Source: an optimization exercise on an open RTL-to-GDS flow (aim: small area and a short achievable clock period). Production flows keep margins and buffers that such runs may drop.
The RTL was checked by simulation tests, not by an equivalence proof against the original design.

==> yarrow <==
==> flow/design.v (excerpt) <==
module Systolic_Array(IP_Left0, IP_Left4, IP_Left8, IP_Left12,
    IP_Up0, IP_Up1, IP_Up2, IP_Up3, Result0,
    Result1, Result2, Result3, Result4, Result5, Result6, Result7,
    Result8, Result9, Result10, Result11, Result12, Result13, Result14, Result15,
    Clk, Reset, Done);
==> flow/config.mk <==
export PLATFORM = sky130hd
export DESIGN_NAME = Systolic_Array
export DESIGN_NICKNAME = Systolic_Array
export VERILOG_FILES = /design/flow/design.v
export SDC_FILE = /design/flow/constraint.sdc
export NUM_CORES = 8
export LEC_CHECK = 0
export CAP_MARGIN = 20
export CORE_MARGIN = 2
export CORE_UTILIZATION = 40
export SLEW_MARGIN = 20
export SYNTH_HIERARCHICAL = 1
export TNS_END_PERCENT = 10
==> flow/constraint.sdc <==
create_clock -name core_clock -period 14.0 [get_ports {Clk}]
set_input_delay 2.8000 -clock core_clock [delete_from_list [all_inputs] [get_ports {Clk}]]
set_output_delay 2.8000 -clock core_clock [all_outputs]
set_load 0.01 [all_outputs]
standard.sh (not shown) runs the stock make flow with config.mk's settings and CLKGATE_MAP_FILE= SYNTH_SCRIPT=/design/flow/synth_recipe.tcl, a recipe that flattens the netlist after the stock synthesis.
==> flow/flow/run.sh <==
#!/bin/bash
# Standard layout (the standard.sh) with two changes to how it is made:
#  - buffer_ports inserts sky130_fd_sc_hd__buf_4 as the port buffers;
#  - timing repair aims for 8.0 ns of setup slack instead of 0, so that it
#    sizes and buffers the critical paths beyond the 14 ns constraint.
# The clock period and the SDC constraints are the design's, unchanged.
set -o pipefail
export BUFFER_PORTS_ARGS="-buffer_cell sky130_fd_sc_hd__buf_4"
export SETUP_SLACK_MARGIN=8.0
bash standard.sh 2>&1 | tee standard.log
==> quartz (differences from yarrow) <==
==> flow/flow/run.sh (replaced) <==
#!/bin/bash
# Standard layout, with the port buffers that buffer_ports inserts made
# sky130_fd_sc_hd__buf_4 instead of its default choice.
set -o pipefail
export BUFFER_PORTS_ARGS="-buffer_cell sky130_fd_sc_hd__buf_4"
bash standard.sh 2>&1 | tee standard.log
Settings changed: TNS_END_PERCENT 10 to default.
==> sierra (differences from yarrow) <==
Settings changed: TNS_END_PERCENT 10 to default.
==> results.ini <==
[outcome]
status = no timing/DRC/antenna violations

[grt]
gr-usage-met1 = 0.427

[place]
dp_cells = 58600

[critical_path]
cp.depth = 15
reg2reg_to = P4.rc[16]$_DFF_PP0_
rr_worst_depth = 15

[drt]
drt_iter0_drc = 45300
wl_mm = 2200

Source of the figures above: quartz

==> results.ini <==
[grt]
gr-usage-met1 = 0.431

[place]
dp_cells = 58600

[critical_path]
reg2reg_to = P7.rc[16]$_DFF_PP0_

[outcome]
status = no timing/DRC/antenna violations

[drt]
wl_mm = 2230

Source of the figures above: yarrow

==> results.ini <==
[outcome]
status = no timing/DRC/antenna violations

[critical_path]
rr_worst_depth = 12
cp.depth = 8

[place]
dp_cells = 58600

[drt]
wl_mm = 2230

Source of the figures above: sierra


========
==> inputs of run A <==
Systolic_Array, a different RTL version from the one above (not shown whole).
clock: 14.0 ns
lec_check: 0
cap_margin: 20
core_margin: 2
core_utilization: 40
slew_margin: 20
synth_hierarchical: 1
tns_end_percent: 10
==> flow/flow/run.sh <==
#!/bin/bash
# Standard layout (the standard.sh) with two changes to how it is made:
#  - buffer_ports inserts sky130_fd_sc_hd__buf_4 as the port buffers;
#  - timing repair aims for 8.0 ns of setup slack instead of 0, so that it
#    sizes and buffers the critical paths beyond the 14 ns constraint.
# The clock period and the SDC constraints are the design's, unchanged.
set -o pipefail
export BUFFER_PORTS_ARGS="-buffer_cell sky130_fd_sc_hd__buf_4"
export SETUP_SLACK_MARGIN=8.0
bash standard.sh 2>&1 | tee standard.log
==> run B (differences from run A) <==
Settings changed: CTS_CLUSTER_DIAMETER set to 100, CTS_CLUSTER_SIZE set to 25.
==> summary of the runs <==
- Of run A and run B, run A has the higher clock-buffer cell count (gap 199).
- Between run A and run B, the lower maximum frequency is in run A (gap 0.78%, measured against run B).
- In run A the critical path depth is higher than in run B, by 2.
- Against run A, the wire length of run B is smaller by about 0.56%.
- In synthesized cell count, run A and run B do not differ.
- Run B ran to the end with no violations. Run A completed without violations.
- Of run A and run B, run B has the higher final cell count (gap 0.24%, measured against run B).
- Of run B and run A, run B has the higher sequential share of layout area (gap 0.11 points).
- Non-clock buffer count: run A is lower than run B (283).
==> figures <==
| metric | run B | run A |
|---|---|---|
| Clk pin slew, worst setup/hold paths | 0.09 ns | 0.06 ns |
| Final worst clock skew | 0.122 ns | 0.102 ns |
| Post-cts sizing count | 1216 | 1121 |
| GR Layer Usage met2 | 0.538 | 0.538 |
| Worst Slack Setup Final | 7.66 ns | 7.61 ns |
| Number of fill cells | 109000 | 109000 |
| Fin crit period | 6.34 ns | 6.39 ns |
| WP data arrival | 3.54 ns | 3.59 ns |
| Skew-Pair Late Insertion Delay | 1.24 ns | 1.20 ns |
| Number of DRC violations after detailed-routing iteration 0 | 44600 | 45800 |
| Crit-path max FO | 4 | 3 |
| Hold-critical path endpoint | P10.down_o[30]$_DFF_PP0_ | P10.right_o[2]$_DFF_PP0_ |
| Number of global-route vias before repair | 427000 | 428000 |
| Post-Layout Inst Area | 544000 um^2 | 547000 um^2 |
| Worst-path cell with the longest stage delay | sky130_fd_sc_hd__xor2_1 | sky130_fd_sc_hd__xor2_2 |
| Length in cells of the worst reg-to-reg path | 15 | 13 |
| Smallest hold slack | 0.450 ns | 0.469 ns |
| Status | finished clean | finished clean |

==> separate check: timing with driven ports <==
The results above use ideal ports. As a check the final layouts listed here were re-extracted and re-timed, cells and wires unchanged. Step 1 assumes that a clkbuf_16 drives the clock port and a buf_2 every other input. Step 2 also shifts input and output timing later by t, the mid clock arrival at the registers, as if the neighbouring blocks saw the same clock. Three values: no drivers, after step 1, after step 2; two values: the first two.
run	shift t [ns]	setup WS [ns]	slew at the worst register clock pin (ns)
yarrow	1.325	7.732 / 7.608 / 6.447	0.08 / 0.08
quartz	1.308	7.211 / 7.090 / 5.946	0.08 / 0.08
sierra	1.290	7.785 / 7.619 / 6.477	0.07 / 0.07
run A	1.303	7.615 / 7.469 / 6.433	0.09 / 0.09
run B	1.341	7.665 / 7.502 / 6.401	0.11 / 0.11
After both steps every run listed still meets setup and hold. For sierra, which loses most, drivers alone change the setup slack by -0.166 ns; drivers and shift together by -1.308 ns.
